From an optimization exercise on the open Yosys and OpenROAD flow, aimed at a short achievable clock period and few clock cycles per item; shortcuts taken in it are not production practice. The RTL of this run was laid out without a check of its function. Power figures rest on the tool's default switching activity, not on a simulated workload.

==> flow/design.v <==
module cpu(clk, rst, imem_addr, imem_rdata, dmem_addr, dmem_rdata, dmem_we, dmem_wdata);
  input clk;
  input rst;
  output [9:0] imem_addr;
  input [31:0] imem_rdata;
  output [9:0] dmem_addr;
  input [31:0] dmem_rdata;
  output dmem_we;
  output [31:0] dmem_wdata;
  reg [1023:32] RF;            
  reg [31:0] wRes, w2Res;      
  reg [4:0] wDest;             
  reg [4:0] eDest;
  reg eSW, eK;
  wire [4:0] eDestV = eK ? 5'd0 : eDest;
  wire eSWV = eSW & ~eK;
  reg [15:0] bhtH, bhtL;
  integer k;
  reg uV, uInv;
  reg [3:0] uIdx;
  reg [9:0] PC;
  wire [31:0] fI = imem_rdata;
  wire fJ = fI[31:26] == 6'd2;
  wire fBr = fI[31:27] == 5'b00010;
  wire fInv = bhtH[PC[3:0]];
  wire fPT = fBr & (fI[15] ^ fInv);
  wire [9:0] fPC1 = PC + 10'd1;
  wire [9:0] fBT;
  add10c u_fbt(.a(PC), .b(fI[9:0]), .ci(1'b1), .s(fBT));
  wire [9:0] fNext0 = fJ ? fI[9:0] : fBr & fI[15] ? fBT : fPC1;
  wire [9:0] fNext1 = fJ ? fI[9:0] : fBr & ~fI[15] ? fBT : fPC1;
  wire [9:0] fNext = fInv ? fNext1 : fNext0;
  wire [9:0] fAlt = fInv ^ fI[15] ? fPC1 : fBT;
  wire [4:0] fRs = fI[25:21], fRt = fI[20:16];
  wire [9:0] fA0 = fRs[2] ? (fRs[1] ? (fRs[0] ? RF[32*(7) +: 10] : RF[32*(6) +: 10]) : (fRs[0] ? RF[32*(5) +: 10] : RF[32*(4) +: 10]))
                          : (fRs[1] ? (fRs[0] ? RF[32*(3) +: 10] : RF[32*(2) +: 10]) : RF[32*(1) +: 10]);
  wire [9:0] fA1 = RF[32*({2'd1, fRs[2:0]}) +: 10], fA2 = RF[32*({2'd2, fRs[2:0]}) +: 10],
             fA3 = RF[32*({2'd3, fRs[2:0]}) +: 10];
  reg [7:0] cV;
  reg [8*39-1:0] cE;
  reg fill;                    
  reg kV;
  reg [31:0] kI;
  reg [9:0] kAlt1;             
  wire [4:0] kRs = kI[25:21];
  wire [9:0] kA0 = kRs[2] ? (kRs[1] ? (kRs[0] ? RF[32*(7) +: 10] : RF[32*(6) +: 10]) : (kRs[0] ? RF[32*(5) +: 10] : RF[32*(4) +: 10]))
                          : (kRs[1] ? (kRs[0] ? RF[32*(3) +: 10] : RF[32*(2) +: 10]) : RF[32*(1) +: 10]);
  wire [9:0] kA1 = RF[32*({2'd1, kRs[2:0]}) +: 10], kA2 = RF[32*({2'd2, kRs[2:0]}) +: 10],
             kA3 = RF[32*({2'd3, kRs[2:0]}) +: 10];
  wire fCtl = fJ | fBr;
  reg [31:0] dI;
  reg [9:0] dG0, dG1, dG2, dG3;
  reg dV, dPT, dA2, dA3;       
  reg [3:0] gA;                
  reg dStall;                  
  reg [9:0] dAlt;
  reg [3:0] dIdx;
  wire [38:0] cR = cE[39*dAlt[2:0] +: 39];   
  wire [5:0] dOp = dI[31:26], dFn = dI[5:0];
  wire [4:0] dRs = dI[25:21], dRt = dI[20:16], dRd = dI[15:11];
  wire dR = dOp == 6'd0;
  wire dSLL = dR & dFn == 6'd0, dSRL = dR & dFn == 6'd2, dADD = dR & dFn == 6'd32,
       dSUB = dR & dFn == 6'd34, dAND = dR & dFn == 6'd36, dOR = dR & dFn == 6'd37,
       dNOR = dR & dFn == 6'd39;
  wire dADDI = dOp == 6'd8, dANDI = dOp == 6'd12, dORI = dOp == 6'd13,
       dLW = dOp == 6'd35, dSW = dOp == 6'd43, dBEQ = dOp == 6'd4, dBNE = dOp == 6'd5;
  wire dRW = dSLL | dSRL | dADD | dSUB | dAND | dOR | dNOR;
  wire dIW = dADDI | dANDI | dORI | dLW;
  wire [4:0] dDest = dRW ? dRd : dIW ? dRt : 5'd0;
  wire dImm = dADDI | dANDI | dORI;
  wire [31:0] dSimm = {{16{dI[15]}}, dI[15:0]};
  wire [9:0] dAlo = ({10{gA[0]}} & dG0) | ({10{gA[1]}} & dG1) | ({10{gA[2]}} & dG2) | ({10{gA[3]}} & dG3);
  wire dWA = wDest != 5'd0 & wDest == dRs;
  wire dWB = wDest != 5'd0 & wDest == dRt;
  wire [21:0] dAhi = dWA ? wRes[31:10] : dRs == 5'd0 ? 22'd0 : RF[32*(dRs)+10 +: 22];
  wire [31:0] dAv = {dAhi, dA2 ? wRes[9:0] : dA3 ? w2Res[9:0] : dAlo};
  wire [31:0] dBv = dWB ? wRes : dRt == 5'd0 ? 32'd0 : RF[32*(dRt) +: 32];
  wire [9:0] dOff = dI[11:2];
  wire [9:0] aW, aW2, aR;
  add10c u_aw(.a(wRes[9:0]), .b(dOff), .ci(1'b0), .s(aW));
  add10c u_aw2(.a(w2Res[9:0]), .b(dOff), .ci(1'b0), .s(aW2));
  add10c u_ar(.a(dAlo), .b(dOff), .ci(1'b0), .s(aR));
  wire [9:0] dAddr = dA2 ? aW : dA3 ? aW2 : aR;
  wire dMA = eDestV != 5'd0 & eDestV == dRs;
  wire dMB = eDestV != 5'd0 & eDestV == dRt;
  wire dGo = dV & ~dStall;
  wire fLW = fI[31:26] == 6'd35, fMem = fLW | fI[31:26] == 6'd43;
  wire fStall = (fMem & dGo & dDest != 5'd0 & dDest == fRs) | (fLW & dGo & dSW);
  reg eBeq, eBne, ePT, eSt;
  reg [3:0] eIdx;
  reg [9:0] eAlt, eAddr, mAddr;
  reg [31:0] eA, eB, eO2, eO2n;  
  reg [4:0] eSh;
  reg sAdd, sSub, sAnd, sOr, sNor, sSll, sSrl, sLw;
  reg sWe;
  reg [31:0] sData;
  wire [31:0] sum = eA + eO2;
  wire [32:0] difx = {eA, 1'b1} + {eO2n, 1'b1};
  wire [31:0] dif = difx[32:1];
  wire [31:0] res = ({32{sAdd}} & sum) | ({32{sSub}} & dif) | ({32{sAnd}} & (eA & eO2)) | ({32{sOr}} & (eA | eO2))
                  | ({32{sNor}} & ~(eA | eO2)) | ({32{sSll}} & (eB << eSh))
                  | ({32{sSrl}} & (eB >> eSh)) | ({32{sLw}} & dmem_rdata);
  wire eEq = eA == eB;
  wire eBr = ~eK & (eBeq | eBne);
  wire eTaken = eBeq ? eEq : ~eEq;
  wire eMis = eBr & (eTaken ^ ePT);
  wire [31:0] nA = dMA ? res : dAv;
  wire [31:0] nB = dMB ? res : dBv;
  assign imem_addr = PC;
  assign dmem_addr = mAddr;
  assign dmem_we = sWe;
  assign dmem_wdata = sData;
  always @(posedge clk) begin
    if(rst) begin
      PC <= 10'd0;
      dV <= 1'b0;
      bhtH <= 16'd0;
      bhtL <= 16'd0;
      uV <= 1'b0;
      eDest <= 5'd0;
      eSW <= 1'b0;
      eBeq <= 1'b0;
      eBne <= 1'b0;
      eK <= 1'b0;
      dStall <= 1'b0;
      cV <= 8'd0;
      fill <= 1'b0;
      wDest <= 5'd0;
      sWe <= 1'b0;
    end else begin
      if(eMis) begin
        PC <= kV ? kAlt1 : eAlt;
        dV <= kV;
      end else if(~dStall) begin
        PC <= fNext;
        dV <= 1'b1;
      end
      fill <= eMis & ~kV;
      if(fill & ~fCtl) cV[PC[2:0]] <= 1'b1;
      for(k = 0; k < 16; k = k + 1)
        if(uV & uIdx == k) begin
          bhtH[k] <= uInv ? bhtH[k] | bhtL[k] : bhtH[k] & bhtL[k];
          bhtL[k] <= uInv ? ~bhtL[k] | bhtH[k] : ~bhtL[k] & bhtH[k];
        end
      uV <= eBr;
      eDest <= dGo ? dDest : 5'd0;
      eSW <= dGo & dSW;
      eBeq <= dGo & dBEQ;
      eBne <= dGo & dBNE;
      eK <= eMis;
      dStall <= ~eMis & ~dStall & fStall;
      wDest <= eDestV;
      sWe <= eSWV;
    end
    uIdx <= eIdx;
    uInv <= eTaken ^ eSt;
    for(k = 0; k < 8; k = k + 1)
      if(fill & ~fCtl & PC[2:0] == k) cE[39*k +: 39] <= {PC[9:3], fI};
    kV <= cV[dAlt[2:0]] & cR[38:32] == dAlt[9:3];
    kI <= cR[31:0];
    kAlt1 <= dAlt + 10'd1;
    if(eMis) begin
      dI <= kI;
      dPT <= 1'b0;
      gA <= kRs == 5'd0 ? 4'd0 : 4'd1 << kRs[4:3];
      dG0 <= kA0; dG1 <= kA1; dG2 <= kA2; dG3 <= kA3;
      dA2 <= 1'b0;
      dA3 <= wDest != 5'd0 & wDest == kRs;
    end else if(~dStall) begin
      dI <= fI;
      dPT <= fPT;
      dAlt <= fAlt;
      dIdx <= PC[3:0];
      gA <= fRs == 5'd0 ? 4'd0 : 4'd1 << fRs[4:3];
      dG0 <= fA0; dG1 <= fA1; dG2 <= fA2; dG3 <= fA3;
      dA2 <= eDestV != 5'd0 & eDestV == fRs;
      dA3 <= wDest != 5'd0 & wDest == fRs;
    end else begin
      dG0 <= dAv[9:0]; dG1 <= dAv[9:0]; dG2 <= dAv[9:0]; dG3 <= dAv[9:0];
      dA2 <= dMA;
      dA3 <= 1'b0;
    end
    ePT <= dPT;
    eSt <= dI[15];
    eIdx <= dIdx;
    eAlt <= dAlt;
    eAddr <= dAddr;
    mAddr <= eSWV ? eAddr : dAddr;
    eA <= nA;
    eB <= nB;
    eO2 <= dImm ? dSimm : nB;
    eO2n <= ~nB;
    eSh <= dI[10:6];
    sAdd <= dADD | dADDI;
    sSub <= dSUB;
    sAnd <= dAND | dANDI;
    sOr <= dOR | dORI;
    sNor <= dNOR;
    sSll <= dSLL;
    sSrl <= dSRL;
    sLw <= dLW;
    sData <= eB;
    wRes <= res;
    w2Res <= wRes;
    for(k = 1; k < 32; k = k + 1)
      if(wDest == k) RF[32*k +: 32] <= wRes;
  end
endmodule
module add10c(a, b, ci, s);
  input [9:0] a, b;
  input ci;
  output [9:0] s;
  wire [10:0] x = {a, 1'b1} + {b, ci};
  assign s = x[10:1];
endmodule
==> flow/flow/run.sh <==
#!/bin/bash
# The standard layout (standard.sh) with these changes:
# - synthesis leaves Yosys's adders to ABC instead of mapping them to the
#   library's full/half-adder cells, and ABC maps for delay with its classic
#   mapper (flow/abc.script) instead of ORFS's speed script;
set -o pipefail
export ADDER_MAP_FILE=
export MY_ABC_SCRIPT=$PWD/flow/abc.script
# The standard flow's synthesis script with the ABC script replaced
{ head -n 1 synth_recipe.tcl
  cat <<'EOT'
proc abc {args} {
  set i [lsearch -exact $args -script]
  if {$i >= 0} { set args [lreplace $args $i [expr {$i + 1}] -script $::env(MY_ABC_SCRIPT)] }
  yosys abc {*}$args
}
EOT
  tail -n +2 synth_recipe.tcl; } > flow_synth.tcl
bash standard.sh SYNTH_SCRIPT=$PWD/flow_synth.tcl SETUP_SLACK_MARGIN=5 finish 2>&1 | tee standard.log
==> flow/flow/abc.script <==
strash
map -D 300
buffer -c
topo
stime -c
upsize -c
dnsize -c
==> flow/standard.sh <==
#!/bin/bash
# synth_recipe.tcl (not shown) runs the flow's synth.tcl, then flattens the netlist and writes it again
# the make line also repeats each setting of config.mk as NAME=value (left out here)
make -C /OpenROAD-flow-scripts/flow DESIGN_CONFIG=/design/flow/config.mk WORK_HOME=/design/flow/orfs CLKGATE_MAP_FILE= SYNTH_SCRIPT=/design/flow/synth_recipe.tcl "${@:-finish}"
==> flow/config.mk <==
export PLATFORM = sky130hd
export DESIGN_NAME = cpu
export DESIGN_NICKNAME = cpu
export VERILOG_FILES = /design/flow/design.v
export SDC_FILE = /design/flow/constraint.sdc
export NUM_CORES = 8
export LEC_CHECK = 0
export CAP_MARGIN = 20
export CORE_MARGIN = 2
export CORE_UTILIZATION = 40
export SETUP_SLACK_MARGIN = 5
export SLEW_MARGIN = 20
export SYNTH_HIERARCHICAL = 1
==> flow/constraint.sdc <==
create_clock -name core_clock -period 7.5 [get_ports {clk}]
set_input_delay 1.5000 -clock core_clock [delete_from_list [all_inputs] [get_ports {clk}]]
set_output_delay 1.5000 -clock core_clock [all_outputs]
set_load 0.01 [all_outputs]
==> impl_metrics.tcl <==
set metrics [dict create \
    path_max_fanout 6 \
    maxSlewViolCount 0 \
    rrSetupSlack_ns 3.89 \
    wl_mm 510.9 \
    yosysTopAreaCell "edfxtp_1" \
    relSlewSlack_pct 18.10 \
    cts_buffers 195 \
    critPathLaunchType "flop" \
    holdWs_ns 0.3268 \
    clock_latency_ns 0.94 \
    synth_edf_count 1354 \
    postSynthCellCount 12500 \
    timing.rr.end "eO2[13]" \
    drtIter0Drc 18780 \
    cts_tree "yes" \
    synth.cell_area_um2 99540 \
    clockBufferDepth 3 \
    power_density_nw_per_um2 233.0 \
    grt_overflow_total 0 \
    routedWlPerCell_um 30.86 \
    grt_pass1_wl_mm 699.3 \
    hold_depth 0 \
    max_freq_ghz 0.2771 \
    firstDrtPassIters 13 \
    critical_path_class "reg2reg" \
    holdCritStartpoint "eIdx[3]" \
    detail-route-antenna-nets 0 \
    core_area_um2 248000 \
    vias_per_cell 6.460 \
    hold_viol_final 0 \
    fin_ws_ns 3.892 \
    synth_top_area_share_pct 40.85 \
    drive_gt1_share_pct 22.68 \
    grt_use_total_pct 38.01 \
    fin_cells 16560 \
    worst_ep_arrival_time_ns 4.32 \
    crit_required_ns 8.22 \
    grt_pass1_vias 98600 \
    worstMarginPinSlew_ns 1.228 \
    r2r_start "dI[17]" \
    initial_core_util_pct 40.14 \
    cts_sinks 1765 \
    synth.top_cells.by_count "nand2_1, a21oi_1, nor2_1" \
    portBuffers 118 \
    die_width_um 502.9 \
    ys_warn_count 7 \
    clkSlewWorstSetupHoldPaths_ns 0.06 \
    post-place-ws_ns 2.337 \
    crit_path_end_kind "flop" \
    min_path_type "reg2reg" \
    cts-root-buf "clkbuf_16" \
    whs_endpoint "uIdx[3]" \
    fin_setup_tns_ns 0 \
    period_share_pct 48.11 \
    synthFlopType "edfxtp_1" \
    synth-seq-cells 1765 \
    rows 183 \
    ys_top_cells_by_area "edfxtp_1, a21oi_1, o21ai_0" \
    status "no timing/DRC/antenna violations" \
    gp_congestion 1.021 \
    die_h_um 502.9 \
    yosysSeqAreaShare_pct 49.11 \
    vias 106900 \
    grt_max_degree 98 \
    ir_drop_mv 0.2430 \
    worstRegToRegCells 17 \
    post-dp-hpwl_mm 253.3 \
    area_growth_pct 32.13 \
    place_inst 15280 \
    rsz0062_at_grt "yes" \
    synth_most_common_cell "nand2_1" \
    synth.distinct_cells 75 \
    io_pins 119 \
    avgSynthCellArea_um2 7.965 \
    async_reset_ff_share_pct 0 \
    finalSetupViolCount 0 \
    antenna_found_initial 32 \
    fin_nets 13090 \
    p_leak_uw 0.04940 \
    power_uw 30650 \
    dieArea_um2 252900 \
    drc 0 \
    cap_violations 0 \
    fin_skew_ns 0.09898 \
    fin_crit_ns 3.608 \
    h-tree-depth 4 \
]
[sequential cells by signal, summed over array words and instances (netlist names), 16 cells and up]
register  cells
eO2          32
kI           32
bhtH         16
eB           32
eA           32
RF          992
sData        32
bhtL         16
cE          312
eO2n         32
wRes         32
dI           32
[worst max-delay path, cell delays in order, from the launching register on]
cell      delay [ns]
edfxtp_1        0.53
buf_6           0.18
nor2_4          0.11
nand3_4         0.23
buf_12          0.25
buf_12          0.14
buf_16          0.15
buf_16          0.14
a21oi_2         0.12
o21ai_1         0.07
a21oi_1         0.19
nor2_1          0.07
nor2_1          0.20
o21ai_2         0.12
nand4_1         0.42
a21oi_2         0.14
a21oi_4         0.22
o21ai_1         0.08
[repair_timing]
action	4_1_cts	5_1_grt
gates resized for setup	2672	640
endpoints found under the setup margin	1411	725
hold buffers	0	0
pin swaps	608	394
gates cloned	190	39
buffers inserted	533	115
[where the power goes]
group          internal (µW)  total, µW  switching (µW)
Combinational           3130       9290            6170
Clock                   5500       9920            4420
Sequential             10900      11400             547
Total                  19500      30700           11100
[routing by layer]
metal	up-vias	part of all wire (%)	track usage [%]	routed length [µm]
met5	-	0.046	0	233
met4	20	8.3	24.28	42510
met3	2573	16	13.75	80390
met2	9235	40	54.16	205900
met1	50590	36	48.53	181800
li1	44520	-	-	-
[Yosys stat by module, one instance, submodules excluded]
module	flip-flops and latches	cell area (µm²)	times used
cpu	1765	96640	1
add10c	0	726.9	4
[area by class of cell]
| class | count | area [µm²] |
|---|---|---|
| fillers | 21730 | 116400 |
| multi-input cells | 9193 | 51630 |
| flip-flops and latches | 1765 | 49220 |
| repair buffers | 1153 | 16520 |
| clock buffers | 281 | 5637 |
| well taps | 3330 | 4167 |
| inverters | 687 | 2935 |
| clock inverters | 88 | 988.4 |
| repair inverters | 28 | 355.3 |
| diodes | 30 | 75.07 |
[worst max-delay path by stage]
stage	startpoint	to	slack (ns)	depth (start not counted)
2_1_floorplan	imem_rdata[27]	cE[0]	3.70	6
3_3_place_gp	dI[16]	eO2[23]	2.43	13
3_5_place_dp	dI[16]	eO2[23]	2.34	13
4_1_cts	dI[17]	eO2[12]	4.17	16
5_1_grt	dI[17]	eO2[29]	3.90	17
6_report	dI[17]	eO2[13]	3.89	17
[layout by cell type, fill, tap and decap left out, drive strengths merged, types with 28 or more instances in the layout]
| cell | Yosys | final |
|---|---|---|
| nor4 | 30 | 30 |
| dfxtp | 411 | 411 |
| nor3 | 99 | 99 |
| o211ai | 29 | 29 |
| nand4 | 231 | 232 |
| xor2 | 99 | 99 |
| o2111ai | 50 | 50 |
| buf | 341 | 1045 |
| clkbuf | 538 | 320 |
| nand2 | 2083 | 2083 |
| maj3 | 58 | 58 |
| xnor2 | 80 | 80 |
| mux2i | 119 | 119 |
| inv | 679 | 696 |
| a21oi | 2004 | 2004 |
| o21bai | 32 | 32 |
| or2 | 44 | 44 |
| o21ai | 1849 | 1849 |
| edfxtp | 1354 | 1354 |
| nand3 | 229 | 241 |
| a21o | 55 | 55 |
| nor2 | 1818 | 1818 |
| clkinv | 8 | 80 |
| o21a | 28 | 28 |
| clkdlybuf4s50 | 0 | 46 |
| diode | 0 | 30 |
| a31oi | 37 | 37 |
| and2 | 50 | 50 |
[cells by family after synthesis]
group | after synthesis | share of synthesized area, %
compound gates | 4173 | 21.97
xor+xnor | 179 | 1.643
fa+ha+maj | 58 | 0.5882
buf+inv | 1566 | 6.375
flops | 1765 | 49.11
mux | 129 | 1.310
other cells | 2 | 0.007544
simple gates | 4625 | 19.00
[metrics by stage]
step	utilization, %	area, µm²
floorplan	-	100800
global placement	41.89	103900
detailed placement	41.90	103900
CTS	51.52	127800
global route	53.02	131500
finish	53.04	131500

afterwards: timing with drivers on the ports:
Ports are ideal in the flow. The routed layout listed here was re-timed in OpenROAD. Step 1: set_driving_cell puts a clkbuf_16 on clk and a buf_2 on each other input, an assumption about the parent block. Step 2 also shifts input and output timing later by t, the mid clock arrival at the registers, as if the neighbouring blocks saw the same clock. a / b / c = ideal / step 1 / step 2; a / b = the first two.
t, ns: 0.992
slack for setup (ns): 3.892 / 3.892 / 3.513
worst hold slack (ns): 0.327 / 0.327 / 0.327
latest minus earliest clock arrival (ns): 0.106 / 0.105
worst slew at a driven data input, ns: 0.13
After both steps this run still meets setup and hold. The setup slack of this run moves by 0.000 ns with the drivers and by -0.379 ns with both steps.
